Context: an optimization exercise on an open-source flow, tuned for small area. The choices shown serve that exercise and are no tape-out recipe.
The RTL was checked by simulation tests, not by an equivalence proof against the original design.
Power is estimated from default activity; no workload was simulated.

the reference run:
Design TopModule, start of the top module:
module TopModule(
    input clk,
    input rst_n,
    input wire [3:0] sample_rate,
    input [3:0] data_in,
    input coeff_write,
    input [7:0] coeff_in,
    input [6:0] coeff_addr,
    input wire new_symbol,
    output wire [11:0] data_out,
    output reg data_out_valid
);
    parameter LATENCY = 144;
    wire [3:0] upsampler_out;
    wire rst_n_sync_wire;
    reg [7:0] counter;
    reset_synchronization rst(.clk(clk),
                              .rst_n(rst_n),
                              .rst_n_sync(rst_n_sync_wire));
    upsampler u_upsampler(
        .clk(clk),
        .rst_n(rst_n_sync_wire),
        .sample_rate(sample_rate),
        .new_symbol(new_symbol),
        .input_data(data_in),
        .output_data(upsampler_out));
    fir_filter u_fir_filter(
        .clk(clk),
        .sample_in(upsampler_out),
        .coeff_write(coeff_write),
        .coeff_in(coeff_in),
        .coeff_addr(coeff_addr),
        .fir_out(data_out));
    always @(posedge clk or negedge rst_n_sync_wire) begin
        if (!rst_n_sync_wire) begin
            counter <= 0;
            data_out_valid <= 0;
        end else begin
            if (data_in != 4'd0)
                counter <= counter + 8'd1;
            data_out_valid <= (counter >= LATENCY);
        end
    end
endmodule
Size: roughly 6300 cells after synthesis, about 40 I/O pins.
clock: 6.0 ns
lec_check: 0
cap_margin: 20
core_margin: 2
core_utilization: 60
cts_buf_list: sky130_fd_sc_hd__clkbuf_16
cts_cluster_diameter: 80
cts_cluster_size: 26
slew_margin: 20
synth_hierarchical: 1
run.sh (not shown) runs the stock make flow with config.mk's settings and CLKGATE_MAP_FILE= SYNTH_SCRIPT=/design/flow/synth_recipe.tcl, a recipe that flattens the netlist after the stock synthesis.
## Diff of input files: the trial run against the reference run
Settings: PLACE_DENSITY: unset -> 0.75; CTS_CLUSTER_DIAMETER: 80 -> 90; CTS_CLUSTER_SIZE: 26 -> 28; CORE_UTILIZATION: 60 -> 70.
Between the trial run and the reference run, the area of the multi-input gates does not differ in any meaningful way.
When the trial run is set beside the reference run, its largest driver fanout on the critical path turns out to be 3 smaller.
Reported for the trial run and the reference run, post-synthesis average cell area turned out identical to the last digit.
Via count, the trial run vs the reference run: up by a few percent
On die area, the lower figure sits with the trial run, not the reference run.
Compared with the reference run, the trial run shows a lower total power.

## job 4090
TopModule again, from the RTL that the note above started with.
// TopModule
module TopModule(
    input clk,
    input rst_n,
    input wire [3:0] sample_rate,
    input [3:0] data_in,
    input coeff_write,
    input [7:0] coeff_in,
    input [6:0] coeff_addr,
    input wire new_symbol,
    output wire [11:0] data_out,
    output reg data_out_valid
);
Settings: LEC_CHECK=0, CAP_MARGIN=20, CORE_MARGIN=2, CORE_UTILIZATION=65, CTS_BUF_LIST=sky130_fd_sc_hd__clkbuf_8 sky130_fd_sc_hd__clkbuf_16, CTS_CLUSTER_DIAMETER=60, CTS_CLUSTER_SIZE=20, SLEW_MARGIN=20, SYNTH_HIERARCHICAL=1; clock period 6.0 ns.
Job 4090 finished every step from synthesis to the final layout, and the layout passed the timing, design-rule and antenna checks.
--- input diff job 4090..job 7201 ---
- CORE_UTILIZATION: 65 -> 40
- CTS_BUF_LIST: sky130_fd_sc_hd__clkbuf_8 sky130_fd_sc_hd__clkbuf_16 -> unset
- CTS_CLUSTER_DIAMETER: 60 -> unset
- CTS_CLUSTER_SIZE: 20 -> unset
==> comparison <==
All of job 7201 and job 4090 finish clean. Going from job 4090 to job 7201, combinational power shows an increase of about 2%, post-placement worst setup slack shows a reduction of 0.21 ns, part of the total power dissipated in the clock network shows an increase of 5.5 points. As of job 7201, detailed-route wire length had risen by more than 10% compared to job 4090. Job 7201 falls short of job 4090 in global-route wire length before repair. In job 7201, shortest period the worst path allows is higher than in job 4090. [compare] base=job 4090 new=job 7201: area enclosed by the die boundary now larger, number of instances in the synthesized netlist has remained practically unchanged, relative area change from synthesis to final layout now larger.
Edits applied to the flow inputs when going from job 7201 to job 2206:
- CTS_BUF_LIST: unset -> sky130_fd_sc_hd__clkbuf_16
- CTS_CLUSTER_DIAMETER: unset -> 80
- SLEW_MARGIN: 20 -> 10
- CTS_CLUSTER_SIZE: unset -> 26
- GPL_TIMING_DRIVEN: unset -> 0
- CORE_UTILIZATION: 40 -> 60
- CAP_MARGIN: 20 -> 10
Notes after the runs:
Finished, but not clean: job 2206, with negative setup slack. Setup slack: job 2206 less than job 7201. Sort job 7201 and job 2206 by clock network power share, descending, and job 7201 comes first. Going from job 7201 to job 2206, relative area change from synthesis to final layout saw a decrease, fraction of the core area covered by cells at the end of the flow saw an increase, number of global-route vias before repair saw an increase, leakage component of the power saw a decrease. Sequential cell area: job 7201 vs job 2206, no meaningful difference. Of the two candidates, job 7201 has the worse power after layout and job 2206 the better one.
Modified inputs, job 7577 compared to job 2206
- GPL_TIMING_DRIVEN no longer set, was 0
- CTS_CLUSTER_DIAMETER now 90, was 80
- CORE_UTILIZATION now 75, was 60
- CTS_CLUSTER_SIZE now 28, was 26
- CAP_MARGIN now 20, was 10
- SLEW_MARGIN now 20, was 10
- PLACE_DENSITY now 0.75, previously not set
### Flow results
Relative to job 2206, the die outline height of job 7577 is lower by about 10%.
Diff job 2206 -> job 7577 | fraction of layout cells with a size suffix above 1 | decrease of 0.81 points
The total chip power of job 7577 is lower than that of job 2206.
Job 7577 went all the way through the flow, and no timing, DRC or antenna check failed.
Final checks on job 2206, whose flow otherwise completed, came back failing, citing negative setup slack.
Job 7577 leaves more setup margin than job 2206.
Job 7577 gives more global-route met2 utilization than job 2206 did.
The run showing the greater worst max-slew margin expressed relative to the limit is job 2206.
Job 7577 vs job 2206 — via count rose 7.8%.
On job 7577: final cell count is 692 lower than what job 2206 gave.

## separate check: timing with driven ports
The results above use ideal ports. As a check the final layouts listed here were re-extracted and re-timed, cells and wires unchanged. Step 1 (the two cells are an assumption about what drives the block):
set clk [get_ports {clk}]
set_driving_cell -lib_cell sky130_fd_sc_hd__clkbuf_16 $clk
set_driving_cell -lib_cell sky130_fd_sc_hd__buf_2 [delete_from_list [all_inputs] $clk]
Step 2, shift: input delay + t, output delay - t, t = (earliest + latest rising clock arrival at the registers) / 2. This alone moves slack from input paths to output paths. a / b / c = no drivers / after step 1 / after step 2; a / b = the first two.
| run | t, ns | setup slack, ns | hold WS [ns] | clock arrival spread, ns | worst register clock-pin slew, ns |
|---|---|---|---|---|---|
| the reference run | 0.847 | 0.363 / 0.363 / 0.363 | 0.283 / 0.283 / 0.283 | 0.059 / 0.059 | 0.11 / 0.11 |
| the trial run | 0.835 | 0.179 / 0.179 / 0.179 | 0.301 / 0.301 / 0.301 | 0.040 / 0.040 | 0.12 / 0.12 |
| job 4090 | 0.875 | 0.288 / 0.288 / 0.288 | 0.286 / 0.286 / 0.286 | 0.061 / 0.061 | 0.09 / 0.09 |
| job 7201 | 0.950 | 0.201 / 0.201 / 0.201 | 0.278 / 0.278 / 0.278 | 0.089 / 0.089 | 0.08 / 0.08 |
| job 2206 | 0.840 | -0.107 / -0.107 / -0.107 | 0.283 / 0.283 / 0.283 | 0.077 / 0.076 | 0.11 / 0.11 |
| job 7577 | 0.873 | 0.372 / 0.372 / 0.372 | 0.317 / 0.317 / 0.317 | 0.036 / 0.036 | 0.12 / 0.12 |
